This is an optimization exercise on Yosys and OpenROAD, whose aim is small area, not a production implementation.
Only simulation tests tie the RTL to the original design; equivalence was not proved.
No activity file was given, so power comes from the tool's default toggle rates.

[flow/flow/run.sh]
#!/bin/bash
# The standard layout (standard.sh) with these changes:
# - synthesis: the ABC technology-mapping step uses flow/area.abc, an
#   area-oriented script, in place of ORFS's delay-oriented abc_speed.script
#   (the 20 ns clock leaves plenty of slack). Register mapping and everything
#   else in synthesis is the standard synthesis.
# - clock tree: buffers and sink clusters as in CTS_ARGS below, no dummy loads.
# - port buffers: every input and output port still gets a buffer, of the
#   small buf_1 cell.
# Each tool's full output is in the ORFS logs under orfs/logs; make's own
# output is in flow.log.
set -euo pipefail
W=$PWD
cat > "$W/abc_override.tcl" <<EOT
proc abc {args} {
  foreach opt {-script -D -constr} {
    set i [lsearch -exact \$args \$opt]
    if {\$i >= 0} { set args [lreplace \$args \$i [expr {\$i + 1}]] }
  }
  yosys abc -script $W/flow/area.abc {*}\$args
}
EOT
cat "$W/abc_override.tcl" "$W/synth_recipe.tcl" > "$W/synth_area.tcl"
sed "s|SYNTH_SCRIPT=[^ ]*|SYNTH_SCRIPT=$W/synth_area.tcl|" "$W/standard.sh" > "$W/standard_area.sh"
export CTS_ARGS="-sink_clustering_enable -repair_clock_nets -dont_use_dummy_load -buf_list sky130_fd_sc_hd__clkbuf_16 -sink_clustering_size 24 -sink_clustering_max_diameter 60"
export BUFFER_PORTS_ARGS="-buffer_cell sky130_fd_sc_hd__buf_1"
bash "$W/standard_area.sh" finish > "$W/flow.log" 2>&1
[flow/flow/area.abc]
strash
&get -n
&fraig -x
&put
scorr
dc2
strash
&get -n
&synch2
&dch -f
&nf -R 1000 -p -F 8
&put
strash
&get -n
&dch -f
&nf -R 1000 -p -F 8
&put
[flow/standard.sh]
#!/bin/bash
# synth_recipe.tcl (not shown) runs the flow's synth.tcl, then flattens the netlist and writes it again
# the make line also repeats each setting of config.mk as NAME=value (left out here)
make -C /OpenROAD-flow-scripts/flow DESIGN_CONFIG=/design/flow/config.mk WORK_HOME=/design/flow/orfs CLKGATE_MAP_FILE= SYNTH_SCRIPT=/design/flow/synth_recipe.tcl "${@:-finish}"
[flow/config.mk]
export PLATFORM = sky130hd
export DESIGN_NAME = top
export DESIGN_NICKNAME = top
export VERILOG_FILES = /design/flow/design.v
export SDC_FILE = /design/flow/constraint.sdc
export NUM_CORES = 4
export LEC_CHECK = 0
export CAP_MARGIN = 10
export CORE_MARGIN = 2
export CORE_UTILIZATION = 50
export PLACE_DENSITY = 0.65
export SLEW_MARGIN = 10
[flow/constraint.sdc]
create_clock -name core_clock -period 20.0 [get_ports {clk}]
set_input_delay 4.0000 -clock core_clock [delete_from_list [all_inputs] [get_ports {clk}]]
set_output_delay 4.0000 -clock core_clock [all_outputs]
set_load 0.01 [all_outputs]
[flow/design.v]
module DisplayNum (num, hex); 
input [3:0] num;
output [7:0] hex;
reg [7:0] hex;
	always @(num) begin
		case (num)
		0 : hex = 8'b11000000;
		1 : hex = 8'b11111001;
		2 : hex = 8'b10100100;
		3 : hex = 8'b10110000;
		4 : hex = 8'b10011001;
		5 : hex = 8'b10010010;
		6 : hex = 8'b10000010;
		7 : hex = 8'b11111000;
		8 : hex = 8'b10000000;
		9 : hex = 8'b10010000;
		default : hex = 8'b1111111;
		endcase
	end
endmodule
module lfsr(
    input clk,             
    input reset,           
    output [2:0] rnd       
);
    reg [15:0] lfsr;
    wire feedback;
    assign feedback = lfsr[15] ^ lfsr[13] ^ lfsr[12] ^ lfsr[10];
    reg lfsr_out;
    always @(posedge clk or posedge reset) begin
        if (reset) begin
            lfsr <= 16'hACE1;
        end else begin
            lfsr <= {lfsr[14:0], feedback};
        end
    end
    always @(posedge clk)
        if (!reset)
            lfsr_out <= lfsr[15];
    wire [2:0] top3 = {lfsr_out, lfsr[15:14]};
    assign rnd = (top3 == 3'd7) ? 3'd0 : top3;
endmodule
module pattern_generator (
    input clk,
    input ce,                      
    input [5:0] qx,
    input [4:0] sx,
    input [4:0] qy,
    input [4:0] sy,
    input row_on,                  
    input disp_bit,                
    output reg pix
);
	wire block = disp_bit && row_on && (qx >= 17) && (qx <= 28) && (sx <= 17);
	wire x_in = (qx > 16 || (qx == 16 && sx >= 17)) && (qx < 29 || (qx == 29 && sx == 0));
	wire y_in = (qy > 3 || (qy == 3 && sy >= 17)) && (qy < 24 || (qy == 24 && sy == 0));
	wire x_edge = (qx == 16 && sx == 17) || (qx == 29 && sx == 0);
	wire y_edge = (qy == 3 && sy == 17) || (qy == 24 && sy == 0);
	wire frame = (y_edge && x_in) || (x_edge && y_in);
	reg pix_pre;
	always @(posedge clk) begin
		pix_pre <= block | frame;
		if (ce)
			pix <= pix_pre;
	end
endmodule
module vga(
   input clock50MHz,
   input rst,
   output [4:0] qy_o,
   output [5:0] qx_o,
   input disp_bit,
   output [3:0] red,
   output [3:0] blue,
   output [3:0] green,
   output hsync,
   output vsync
);
	reg [5:0] qx;
	reg [4:0] sx;
	reg [4:0] qy;
	reg [4:0] sy;
	reg pix_en;
	always @(posedge clock50MHz)
		if (rst)
			pix_en <= 1'b0;
		else
			pix_en <= ~pix_en;
	wire x_last = (qx == 38) && (sx == 18);    
	wire y_last = (qy == 25) && (sy == 17);    
	always @(posedge clock50MHz) begin
		if (rst) begin
			qx <= 0;
			sx <= 17;
		end else if (pix_en) begin
			if (x_last) begin
				qx <= 0;
				sx <= 17;
			end else if (sx == 20) begin
				qx <= qx + 1;
				sx <= 0;
			end else
				sx <= sx + 1;
		end
	end
	always @(posedge clock50MHz) begin
		if (rst) begin
			qy <= 0;
			sy <= 17;
		end else if (pix_en && x_last) begin
			if (y_last) begin
				qy <= 0;
				sy <= 17;
			end else if (sy == 20) begin
				qy <= qy + 1;
				sy <= 0;
			end else
				sy <= sy + 1;
		end
	end
	assign hsync = (qx < 5) || (qx == 5 && sx < 8);        
	assign vsync = (qy == 0) && (sy < 19);                 
	assign qy_o = qy;
	assign qx_o = qx;
	wire row_on = (qy >= 4) && (qy <= 23) && (sy <= 17);
	wire pix;
	pattern_generator pattern_gen (
		.clk(clock50MHz),
		.ce(pix_en),
		.qx(qx), .sx(sx), .qy(qy), .sy(sy),
		.row_on(row_on),
		.disp_bit(disp_bit),
		.pix(pix)
	);
	wire vis_x = (qx > 7 || (qx == 7 && sx > 14)) && (qx < 38 || (qx == 38 && sx <= 6));
	wire vis_y = (qy > 2 || (qy == 2 && sy > 10)) && (qy < 25 || (qy == 25 && sy <= 6));
	wire on = vis_x && vis_y && pix;
	assign red = {4{on}};
	assign blue = {4{on}};
	assign green = {4{on}};
endmodule
module game_state_machine (
    input clk,
    input rst,
    input start_game,  
    input drop,  
    input rotate,  
    input left,  
    input right,  
    input [2:0] chooseBlock,
    input [4:0] disp_qy,            
    input [5:0] disp_qx,            
    output disp_bit,                
    output pts_clr,                 
    output pts_inc                  
);
	parameter INIT         = 4'b0000;
	parameter SPAWN_BLOCK  = 4'b0001;
	parameter MOVE_BLOCK   = 4'b0010;
	parameter MOVE_LEFT    = 4'b0011;
	parameter MOVE_RIGHT   = 4'b0100;
	parameter MOVE_DOWN    = 4'b0101;
	parameter EVALUATE     = 4'b0110;
	parameter PREROTATE    = 4'b0111;
	parameter ROTATE_BLOCK = 4'b1000;
	parameter END_GAME     = 4'b1001;
	parameter FALL_SLOW    = 1999;
	parameter FALL_FAST    = 199;
	reg [11:0] game_space[19:0];
	reg [3:0] blk[3:0];
	reg [3:0] blk_col;
	reg [3:0] prev[3:0];      
	reg [3:0] prev_col;       
	reg [3:0] gamestate;
	reg [4:0] current_top;
	reg [2:0] block_row;
	reg [4:0] game_row;
	wire blk_any3 = blk[0][3] | blk[1][3] | blk[2][3] | blk[3][3];    
	wire gameborder_left  = (blk_col == 0) && blk_any3;
	reg gameborder_right;
	always @(*) begin
		case (blk_col)
			4'd8:  gameborder_right = blk[0][0] | blk[1][0] | blk[2][0] | blk[3][0];
			4'd9:  gameborder_right = blk[0][1] | blk[1][1] | blk[2][1] | blk[3][1];
			4'd10: gameborder_right = blk[0][2] | blk[1][2] | blk[2][2] | blk[3][2];
			4'd11: gameborder_right = blk[0][3] | blk[1][3] | blk[2][3] | blk[3][3];
			default: gameborder_right = 1'b0;
		endcase
	end
	reg collision;
	reg collision_begin_check;
	reg collision_complete;
	wire fall;
	reg quick_fall;
	reg [10:0] cntr;
	integer i;
	reg left_d;
	reg right_d;
	reg drop_d;
	reg start_game_d;
	reg rotate_d;
	always @ (posedge clk) begin
		left_d <= left;
		right_d <= right;
		drop_d <= drop;
		start_game_d <= start_game;
		rotate_d <= rotate;
	end
	always @ (posedge clk) begin
		if(rst)
			cntr <= 0;
		else if(~quick_fall && (cntr >= FALL_SLOW))
			cntr <= 0;
		else if(quick_fall && (cntr >= FALL_FAST))
			cntr <= 0;
		else
			cntr <= cntr + 1;
	end
	assign fall = quick_fall?(cntr == FALL_FAST):(cntr == FALL_SLOW);
	wire start_edge  = start_game_d ^ start_game;
	wire left_rel    = left_d & ~left;
	wire right_rel   = right_d & ~right;
	wire drop_edge   = drop_d ^ drop;
	wire rotate_edge = rotate_d ^ rotate;
	reg [11:0] gs_rd;
	always @(*) begin
		gs_rd = 12'h000;
		for (i = 0; i < 20; i = i + 1)
			gs_rd = gs_rd | (game_space[i] & {12{game_row == i}});
	end
	wire [4:0] ev_off = game_row - current_top;
	wire ev_in = (game_row >= current_top) && (ev_off < 4);
	wire [1:0] br_sel = collision_begin_check ? block_row[1:0] : ev_off[1:0];
	wire [3:0] br_box = blk[br_sel];
	wire [11:0] br_row = {br_box, 8'h00} >> blk_col;
	wire [11:0] ev_row = gs_rd | (ev_in ? br_row : 12'h000);
	wire ev_full = (ev_row == 12'hFFF);
	reg fs_clear;         
	reg fs_write;         
	reg fs_shift;         
	always @(*) begin
		fs_clear = 0;
		fs_write = 0;
		fs_shift = 0;
		if (~rst && ~collision_begin_check) begin
			if (gamestate == INIT && start_edge)
				fs_clear = 1;
			if (gamestate == EVALUATE && game_row != 20) begin
				if (ev_full)
					fs_shift = 1;
				else
					fs_write = 1;
			end
		end
	end
	wire [11:0] wr_data = fs_clear ? 12'h000 : ev_row;
	always @(posedge clk) begin
		for (i = 0; i < 20; i = i + 1) begin
			if (fs_shift && i <= game_row)
				game_space[i] <= (i == 0) ? 12'h000 : game_space[(i == 0) ? 0 : i - 1];
			else if (fs_clear || (fs_write && i == game_row))
				game_space[i] <= wr_data;
		end
	end
	assign pts_clr = rst | (~collision_begin_check && gamestate == INIT && start_edge);
	assign pts_inc = fs_shift;
	task shift_left;    
		begin
			if (blk_col != 0)
				blk_col <= blk_col - 1;
			else
				for (i = 0; i < 4; i = i + 1)
					blk[i] <= {blk[i][2:0], 1'b0};
		end
	endtask
	task shift_right;   
		blk_col <= blk_col + 1;
	endtask
	task restore;
		begin
			for (i = 0; i < 4; i = i + 1)
				blk[i] <= prev[i];
			blk_col <= prev_col;
		end
	endtask
	always @ (posedge clk) begin
		if (rst) begin
			gamestate <= INIT;
			collision_begin_check <= 0;
			quick_fall <= 0;
		end else if(collision_begin_check) begin
			block_row <= block_row +1;
			game_row <= game_row +1;
			if(~collision && (block_row <4) && (game_row <20)) begin
				 if(gs_rd & br_row)
					  collision <= 1;
			end else if((game_row == 20) && (block_row <4) && (br_box != 0))
				 collision <= 1;
			else begin
				 collision_complete <= 1;
				 collision_begin_check <= 0;
			end
		end else begin
			case (gamestate)
				 INIT: begin
					  if (start_edge) begin
							gamestate <= SPAWN_BLOCK;
							collision_complete <= 0;
					  end
				 end
				 SPAWN_BLOCK: begin
					  if(~collision_complete) begin
							case (chooseBlock)
								3'b001: begin blk[0] <= 4'b1111; blk[1] <= 4'b0000; end  
								3'b010: begin blk[0] <= 4'b0100; blk[1] <= 4'b1110; end  
								3'b011: begin blk[0] <= 4'b1110; blk[1] <= 4'b0010; end  
								3'b100: begin blk[0] <= 4'b1110; blk[1] <= 4'b1000; end  
								3'b101: begin blk[0] <= 4'b1100; blk[1] <= 4'b0110; end  
								3'b110: begin blk[0] <= 4'b0110; blk[1] <= 4'b1100; end  
								default: begin blk[0] <= 4'b1100; blk[1] <= 4'b1100; end  
							endcase
							blk[2] <= 4'b0000;
							blk[3] <= 4'b0000;
							blk_col <= 4;
							current_top <= 0;
							collision_begin_check <= 1;
							collision <= 0;
							quick_fall <= 0;
							block_row <= 0;
							game_row <= 0;
					  end else if (collision) begin
							gamestate <= END_GAME;
					  end else if (collision_complete) begin
							gamestate <= MOVE_BLOCK;
					  end
				 end
				 MOVE_BLOCK: begin
					  collision_complete <= 0;
					  if(fall) begin
							gamestate <= MOVE_DOWN;
					  end else if (left_rel && ~gameborder_left) begin
							gamestate <= MOVE_LEFT;
					  end else if (right_rel && ~gameborder_right) begin
							gamestate <= MOVE_RIGHT;
					  end else if(drop_edge) begin
							quick_fall <= 1;
					  end else if (rotate_edge) begin
							gamestate <= PREROTATE;
							for(i=0;i<4;i=i+1)
								 prev[i] <= blk[i];
							prev_col <= blk_col;
					  end
				 end
				 MOVE_LEFT: begin
					  if (~collision_complete) begin
							collision <= 0;
							collision_begin_check <= 1;
							block_row <= 0;
							game_row <= current_top;
							shift_left;
					  end else begin
							if(collision)
								 shift_right;
							gamestate <= MOVE_BLOCK;
					  end
				 end
				 MOVE_RIGHT: begin
					  if(~collision_complete) begin
							collision <= 0;
							collision_begin_check <= 1;
							block_row <= 0;
							game_row <= current_top;
							shift_right;
					  end else begin
							 if(collision)
								 shift_left;
							gamestate <= MOVE_BLOCK;
					  end
				 end
				 MOVE_DOWN: begin
					  if(~collision_complete) begin
							if(current_top < 19) begin
								 collision <= 0;
								 collision_begin_check <= 1;
							end else if(current_top == 19 && blk[0] != 0) begin
								 collision <= 1;
								 collision_complete <= 1;
							end
							block_row <= 0;
							game_row <= current_top+1;
					  end else if(collision) begin
							gamestate <= EVALUATE;
							game_row <= 0;
					  end else begin
							current_top <= current_top + 1;
							gamestate <= MOVE_BLOCK;
					  end
				 end
				 EVALUATE: begin
					if(game_row == 20) begin
						gamestate <= SPAWN_BLOCK;
						collision_complete <= 0;
					end else begin
						game_row <= game_row +1;
					end
				end
				PREROTATE: begin
				  if (blk_col != 0) begin
						blk_col <= blk_col - 1;
					end else begin
						for (i = 0; i < 4; i = i + 1)
							blk[i] <= {blk[3][3-i], blk[2][3-i], blk[1][3-i], blk[0][3-i]};
						collision_complete <= 0;
						gamestate <= ROTATE_BLOCK;
					 end
				 end
				 ROTATE_BLOCK: begin
					 if (blk_col == 0 && ~blk_any3) begin
						 for (i = 0; i < 4; i = i + 1)
							blk[i] <= {blk[i][2:0], 1'b0};
					 end else if (blk_col < prev_col) begin
						 if (~gameborder_right) begin
							shift_right;
						 end else begin
							gamestate <= MOVE_BLOCK;
							restore;
						  end
					  end else begin
						 if (~collision_complete) begin
							collision_begin_check <= 1;
							collision <= 0;
							block_row <= 0;
							game_row <= current_top;
						 end else if (collision) begin
							gamestate <= MOVE_BLOCK;
							restore;
						 end else begin
							gamestate <= MOVE_BLOCK;
						 end
					  end
				 end
				END_GAME: begin
				  if(start_edge)
					 gamestate <= INIT;
				end
			endcase
		end
	end
	reg [11:0] dp_gs;
	reg dp_gs_bit;
	reg [19:0] dp_sel;
	always @(*) begin
		for (i = 0; i < 20; i = i + 1)
			dp_sel[i] = (disp_qy == i + 4);
		dp_gs = 12'h000;
		for (i = 0; i < 20; i = i + 1)
			dp_gs = dp_gs | (game_space[i] & {12{dp_sel[i]}});
		dp_gs_bit = 1'b0;
		for (i = 0; i < 12; i = i + 1)
			dp_gs_bit = dp_gs_bit | (dp_gs[i] & (disp_qx == i + 17));
	end
	wire [4:0] dp_row = disp_qy - 5'd4;
	wire [4:0] dp_off = dp_row - current_top;
	wire dp_in = (dp_row >= current_top) && (dp_off < 4);
	wire [5:0] dp_j = disp_qx + {2'b00, blk_col} - 6'd25;
	wire [3:0] dp_box = blk[dp_off[1:0]];
	wire dp_blk_bit = dp_in && (dp_j < 4) && dp_box[dp_j[1:0]];
	assign disp_bit = dp_gs_bit | dp_blk_bit;
endmodule
module top(
    input clk,                  
    input rst,                  
    input start_game,           
    input drop,                 
    input rotate,               
    input left,                 
    input right,                
    output [3:0] red,           
    output [3:0] blue,
    output [3:0] green,
    output hsync,               
    output vsync,               
    output [7:0] disp0,         
    output [7:0] disp1          
);
	wire [2:0] chooseBlock;
	wire [4:0] disp_qy;
	wire [5:0] disp_qx;
	wire disp_bit;
	wire pts_clr, pts_inc;
	game_state_machine game_state_machine_inst (
		.clk(clk),
		.rst(rst),
		.start_game(start_game),
		.drop(drop),
		.rotate(rotate),
		.left(left),
		.right(right),
		.chooseBlock(chooseBlock),
		.disp_qy(disp_qy),
		.disp_qx(disp_qx),
		.disp_bit(disp_bit),
		.pts_clr(pts_clr),
		.pts_inc(pts_inc)
	);
	vga vga_inst (
		.clock50MHz(clk),
		.rst(rst),
		.qy_o(disp_qy),
		.qx_o(disp_qx),
		.disp_bit(disp_bit),
		.red(red),
		.blue(blue),
		.green(green),
		.hsync(hsync),
		.vsync(vsync)
	);
	reg pts_clr_d, pts_inc_d;
	reg [3:0] ones;
	reg [4:0] tens;
	always @(posedge clk) begin
		pts_clr_d <= pts_clr;
		pts_inc_d <= pts_inc;
		if (pts_clr_d) begin
			ones <= 0;
			tens <= 0;
		end else if (pts_inc_d) begin
			if (ones == 9) begin
				ones <= 0;
				tens <= tens + 1;
			end else if (tens == 25 && ones == 5) begin
				ones <= 0;
				tens <= 0;
			end else
				ones <= ones + 1;
		end
	end
	DisplayNum disp_ones (ones, disp0);
	DisplayNum disp_tens (tens[3:0], disp1);
	lfsr random_block_generator (
		.clk(clk),
		.reset(rst),
		.rnd(chooseBlock)
	);
endmodule
==> metrics.md <==
| Metric | Value |
|---|---|
| Status | no timing/DRC/antenna violations |
| Site Rows | 73 |
| Starting density of the core | 50.9% |
| Buffers & Inverters on Critical Path | 5 |
| Cell area after synthesis | 20400 um^2 |
| Worst slew pin tran | 1.22 ns |
| Reg clk slew, reported paths | ~0.08 ns |
| Pwr Total | 3.15 mW |
| Max FO, Critical Path | 29 |
| Cell with the most instances after synthesis | edfxtp_1 |
| Slowest cell delay on critical path | between 0.8 and 0.9 ns |
| Final number of max-transition violations | 0 |
| PwrDens | 140 nW/um^2 |
| Delay-heaviest family, CP | simple AND/OR/NAND/NOR gates |
| Core area | between 40000 and 50000 um^2 |
| P&R area growth vs syn | 10.5% |
| Synth Register Bits | slightly below 400 |
| Number of placed instances, taps included | 2497 |
| Layout cells sized above 1 | roughly 6.6% |
| Setup bufs post-CTS | 0 |
| Post-synth net total | 1966 |
| Synth cell types | 61 |
| Required time worst endpoint | 20.16 ns |
| Routed vias/inst | 7.25 |
| Cts repair resizes | 0 |
| Avg Inst Size Synth | roughly 11 um^2 |
| Kind of critical path | in2reg |
| FFs w/ async S/R, synth | under 10% |
| Nets | roughly 2100 |
| CTS H-tree depth | 2 |
| Largest net degree at the start of global routing | 30 |
| Die height | 206 um |
| Relative slew margins | 18.4% |
| Final ANT Viol Nets | 0 |
| Die Area | 42400 um^2 |
| Final setup vio count | 0 |
| Routed vias | 18400 |
| CTS tree | built |
| Setup crit start | rst |
| Vias in the first global route | between 15000 and 20000 |
| Period utilisation layout | 36.7% |
| Top-area cell type share of the netlist area | 42.0% |
| Worst min path class | reg2reg |
| Setup TNS | 0 ns |
| Max-capacitance violation count | 0 |
| RePlAce Congestion | 1.02 |
| Crit end category | register |
| Initial antenna violation count | 1 |
| Non-Filler Instances | 2533 |
| Yosys warns | 9 |
| Syn Inst Count | 1888 |
| Most used cell, CP | buf_4 |
| Largest area contributor in the netlist | edfxtp_1 |
| Peak Freq | roughly 140 MHz |
| Clock tree buffer depth | 3 |
| Clock Skew | 0.0583 ns |
| Initial DRT Pass Iterations | 10 |
| Ys flop type | edfxtp_1 |
| Number of I/O pins | 37 |
| RSZ-0062 raised after global routing | false |
| Worst Setup Start Kind | primary input |
| Leakage power | 7.78 nW |
| Worst VDD drop | 0.0937 mV |
| Cts bufs inserted | 36 |
| Drc violations | 0 |
| Final worst path period need | 7.34 ns |
| Hold WS | 0.324 ns |
| Clock latency on the worst-skew pair | 0.59 ns |
| Die W | 206 um |
| Post-detail-place hpwl | between 50000 and 60000 um |
| Total track usage | 37.3% |
| ANT cells | 0 |
| Most instantiated cells after synthesis | edfxtp_1, o21a_1, nor2_1 |
| PortBufs | 36 |
| Final hold viol count | 0 |
| Largest cells by area after synthesis | edfxtp_1, dfxtp_1, o21a_1 |
| Sink count of the clock tree | 385 |
| Hold Startpoint | random_block_generator.lfsr[8] |
| Total congestion overflow | 0 |
| Final wirelength | ~79000 um |
| Hold_buf cts | 0 |
| Seq/Total Area, Yosys | a little over half |
| Crit-path cells | buf_1, buf_4, clkinv_1, buf_4, nand2_1, nor3_2, buf_4, nand3_1, a21boi_1, nand2_1 |
| Global-route wire length before repair | 115000 um |
| Avg WL per Cell | roughly 31 um |
| Post-synth EDFFs | 285 |
| Worst EP arrival | roughly 7.5 ns |
| CP max-delay cell | a21boi_1 |
| Reg2reg start | game_state_machine_inst.game_row[0] |
| Iter 0 DRT Violations | 3537 |
| Root buf cell | clkbuf_16 |
## cell families after synthesis
| kind of cell | count (synthesis) | synth area share, % |
|---|---|---|
| xor gates and xnor gates | 29 | 1.25 |
| buffers and inverters | 73 | 1.57 |
| and+or+nand+nor | 623 | 14.4 |
| DFF | 385 | 52.3 |
| muxes | 17 | 1.27 |
| adders and majority gates | 71 | 4.47 |
| AOI/OAI and AO/OA | 690 | 24.8 |
## final cells by class
class | instances | area, um^2
Fill cell | 3489 | 17500
Sequential cell | 385 | 10700
Multi-Input combinational cell | 1430 | 9490
Clock buffer | 36 | 901
Tap cell | 525 | 657
Timing Repair Buffer | 96 | 586
Inverter | 61 | 229
## power by group
group          internal [mW]  leakage, nW  switching (mW)
logic                  0.439         3.81           0.720
clock network          0.317        0.444           0.286
registers               1.17         3.53           0.211
## flip-flops by register name, summed over array words and instances (netlist names), 6 cells and up
name and count:
game_state_machine_inst.prev 16, disp1 8, game_state_machine_inst.game_space 240, vga_inst.qx 6, game_state_machine_inst.cntr 11, random_block_generator.lfsr 16, game_state_machine_inst.blk 16, disp0 8
## worst paths after layout
path / end / slack [ns] / depth (start not counted)
setup / recovery: game_state_machine_inst.game_space[18][0] / 12.66 / 10
hold / removal: random_block_generator.lfsr[9] / 0.32 / 0
setup reg to reg: game_state_machine_inst.game_space[18][0] / 13.14 / 20
hold reg to reg: random_block_generator.lfsr[9] / 0.32 / 0
max in group asynchronous: random_block_generator.lfsr[7] / 15.91 / 4
min in group asynchronous: random_block_generator.lfsr[9] / 3.75 / 4
## through the flow
step,instance area (um^2),worst slack (ns),utilization (%)
4_1_cts,22500,12.76,56.3
3_5_place_dp,21600,12.18,54.0
6_report,22500,12.66,56.3
5_1_grt,22500,12.33,56.3
3_3_place_gp,21600,12.35,54.0
2_1_floorplan,20400,12.02,-
## cell usage in the layout, fill, tap and decap left out, types with 60 or more instances in the layout
cell type / instances
nand2_1: 172
buf_4: 60
a21oi_1: 101
nor2_1: 174
edfxtp_1: 285
clkinv_1: 61
a22oi_1: 76
dfxtp_1: 84
ha_1: 68
o21ai_0: 65
a222oi_1: 89
o21a_1: 193
## layer usage
metal	global-route usage, %	wire (um)	part of all wire (%)	vias to the layer above
met1	52.4	30800	39	8858
met3	8.98	10100	13	343
met5	0.714	17	0.022	-
met2	54.0	33100	42	1399
met4	18.1	4510	5.7	2
li1	-	-	-	7763

[separate check: timing with driven ports]
Ports are ideal in the flow. The routed layout listed here was re-timed in OpenROAD. Step 1, drivers: a clkbuf_16 drives clk and a buf_2 each remaining input, both assumed. Step 2 times the ports against the registers' clock, not the clock port: input delays grow and output delays shrink by t, the midpoint of the rising clock arrivals with the driver on. a / b / c = ideal / step 1 / step 2; a / b = the first two.
t (ns): 0.613
setup slack, ns: 12.662 / 12.690 / 12.077
clock arrival spread, ns: 0.058 / 0.059
slew at the worst register clock pin (ns): 0.09 / 0.09
After both steps this run still meets setup and hold. The setup slack of this run moves by +0.028 ns with the drivers and by -0.585 ns with both steps.
